Context: an optimization exercise on an open-source flow, tuned for small area and a short achievable clock period. The choices shown serve that exercise and are no tape-out recipe.
Only simulation tests tie the RTL to the original design; equivalence was not proved.
Power is estimated from default activity; no workload was simulated.

Design SDC_fft, start of the top module:
module SDC_fft #(
    parameter width = 12
) (
    input clk, rst_n,
    input signed [width-1:0] R, I,
    output signed [width-1:0] R_out, I_out,
    output done
);
For scale: roughly 4700 cells after synthesis, roughly 910 flip-flops, ~45000 um^2 of cells after synthesis.
==> flow/config.mk <==
export PLATFORM = sky130hd
export DESIGN_NAME = SDC_fft
export DESIGN_NICKNAME = SDC_fft
export VERILOG_FILES = /design/flow/design.v
export SDC_FILE = /design/flow/constraint.sdc
export NUM_CORES = 4
export LEC_CHECK = 0
export ABC_CLOCK_PERIOD_IN_PS = 3400
export CAP_MARGIN = 20
export CORE_MARGIN = 2
export CORE_UTILIZATION = 60
export CTS_CLUSTER_DIAMETER = 80
export CTS_CLUSTER_SIZE = 30
export SLEW_MARGIN = 20
export TNS_END_PERCENT = 10
==> flow/constraint.sdc <==
create_clock -name core_clock -period 10.0 [get_ports {clk}]
set_input_delay 2.0000 -clock core_clock [delete_from_list [all_inputs] [get_ports {clk}]]
set_output_delay 2.0000 -clock core_clock [all_outputs]
set_load 0.01 [all_outputs]
standard.sh (not shown) runs the stock make flow with config.mk's settings and CLKGATE_MAP_FILE= SYNTH_SCRIPT=/design/flow/synth_recipe.tcl, a recipe that flattens the netlist after the stock synthesis.
==> flow/flow/run.sh <==
#!/bin/bash
set -o pipefail
export SETUP_SLACK_MARGIN=6.6
bash standard.sh > standard.log 2>&1
The baseline completed with no timing, DRC or antenna violations.
Next try:
- CORE_UTILIZATION: 60 -> 55
Outcome: Flip-flop and latch count does not change; critical path depth increases by 11; utilization goes down by 5.5 points; cell count increases by 2.1%; total power hardly moves; design area increases by 0.69%; sequential power hardly moves; routed wire length increases by 1.7%.
Next try:
- CTS_CLUSTER_DIAMETER: 80 -> not set
- CTS_CLUSTER_SIZE: 30 -> not set
Outcome: Setup slack gets worse by 0.014 ns; register-to-register slack is about the same; wire length climbs by 2.2%; synthesized cell count stays the same; fmax is lower by 0.39%; cell count increases by 1.9%; final area rose by 4.2%; power grows by 9.5%.
Next try:
==> flow/flow/run.sh (replaced) <==
#!/bin/bash
set -o pipefail
export SETUP_SLACK_MARGIN=6.9
bash standard.sh > standard.log 2>&1
- CTS_CLUSTER_DIAMETER: not set -> 80
- CTS_CLUSTER_SIZE: not set -> 30
Result: Count of clock-buffer cells in the layout fell by 68. Area after synthesis stays the same. Final cell count fell slightly. Critical path depth stays the same. Flip-flop and latch count is unchanged. Routed wire length barely changes.
Next try:
==> flow/flow/run.sh (replaced) <==
#!/bin/bash
set -o pipefail
export SETUP_SLACK_MARGIN=6.6
bash standard.sh > standard.log 2>&1
- CORE_UTILIZATION: 55 -> 40
- CTS_CLUSTER_DIAMETER: 80 -> not set
- CTS_CLUSTER_SIZE: 30 -> not set
- TNS_END_PERCENT: 10 -> not set
What happened: Final cell count goes up by 8.9%. Non-clock buffer count goes down by 15. Die area goes up by 37%. First-iteration DRC count goes up by 2.9%. Register-to-register slack is worse by 0.13 ns. Cell area goes up by 4.2%. Area after synthesis is unchanged. Sequential share of layout area goes down by 1.5 points. Count of clock-buffer cells in the layout goes up by 72.
Next try:
- CORE_UTILIZATION: 40 -> 55
- CTS_CLUSTER_DIAMETER: not set -> 90
- CTS_CLUSTER_SIZE: not set -> 36
- TNS_END_PERCENT: not set -> 10
=>
- cell area went down by 6.8%
- fmax goes up by 1.5%
- sequential power hardly moves
- first-iteration DRC count barely changes
- critical path depth came out lower by 8
- non-clock buffer count went down by 46
- worst setup slack gets better by 0.051 ns

## the baseline
Another version of the RTL of SDC_fft (not shown whole).
For scale: roughly 4600 cells after synthesis, about 850 flip-flops, about 51 I/O pins, about 44000 µm² of cells after synthesis.
## SDC_fft
module SDC_fft #(
    parameter width = 12
) (
    input clk, rst_n,
    input signed [width-1:0] R, I,
    output signed [width-1:0] R_out, I_out,
    output done
);
Settings: LEC_CHECK=0, ABC_CLOCK_PERIOD_IN_PS=3400, CAP_MARGIN=20, CORE_MARGIN=2, CORE_UTILIZATION=40, SLEW_MARGIN=20, TNS_END_PERCENT=10; clock period 10.0 ns.
==> flow/flow/run.sh <==
#!/bin/bash
set -o pipefail
export SETUP_SLACK_MARGIN=6.6
bash standard.sh > standard.log 2>&1
The flow did not stop early for the baseline: all stages ran, and the layout cleared the timing, DRC and antenna checks.
Modified inputs, the candidate compared to the baseline
Settings: a deleted TNS_END_PERCENT that had been 10.
--- outcome ---
- When the final numbers for the baseline and the candidate were put side by side, the combinational power turned out to be smaller in the baseline.
- The candidate ends up with a detailed route wirelength on metal2 that is about 2.6% higher than in the baseline.
- Between the candidate and the baseline, it is the candidate whose multi-input logic area is higher, by 2.5%.
- Per the comparison of the candidate with the baseline, count of clock-buffer cells in the layout lower; growth of design area from synthesis to finish higher; worst setup slack lower; shortest clock period the worst path allows after layout higher.
- Min routed length on met1 across the baseline and the candidate: the baseline

[separate check: timing with driven ports]
The flow's constraints put no driver on any port. The routed layouts listed below were extracted and timed again, unchanged, in two steps. Step 1, drivers: a clkbuf_16 drives clk and a buf_2 each remaining input, both assumed. Step 2 times the ports against the registers' clock, not the clock port: input delays grow and output delays shrink by t, the midpoint of the rising clock arrivals with the driver on. a / b / c = no drivers / after step 1 / after step 2; a / b = the first two.
| run | t (ns) | slack for setup (ns) | worst setup path after step 2 | worst data-port slew with drivers (ns) | cell pins on the clock port's net |
|---|---|---|---|---|---|
| the first run of note 1 | 0.674 | 6.505 / 6.440 / 6.507 | register to register | 0.07 | 1 |
| the second run of note 1 | 0.686 | 6.505 / 6.458 / 6.505 | register to register | 0.06 | 1 |
| the third run of note 1 | 0.717 | 6.491 / 6.434 / 6.491 | register to register | 0.06 | 1 |
| the fourth run of note 1 | 0.688 | 6.593 / 6.593 / 6.593 | register to register | 0.06 | 1 |
| the fifth run of note 1 | 0.736 | 6.460 / 6.460 / 6.460 | register to register | 0.10 | 1 |
| the sixth run of note 1 | 0.678 | 6.511 / 6.444 / 6.526 | register to register | 0.06 | 1 |
| the baseline | 0.716 | 6.411 / 6.400 / 6.411 | register to register | 0.05 | 1 |
| the candidate | 0.747 | 6.395 / 6.395 / 6.395 | register to register | 0.05 | 1 |
After both steps every run listed still meets setup and hold.
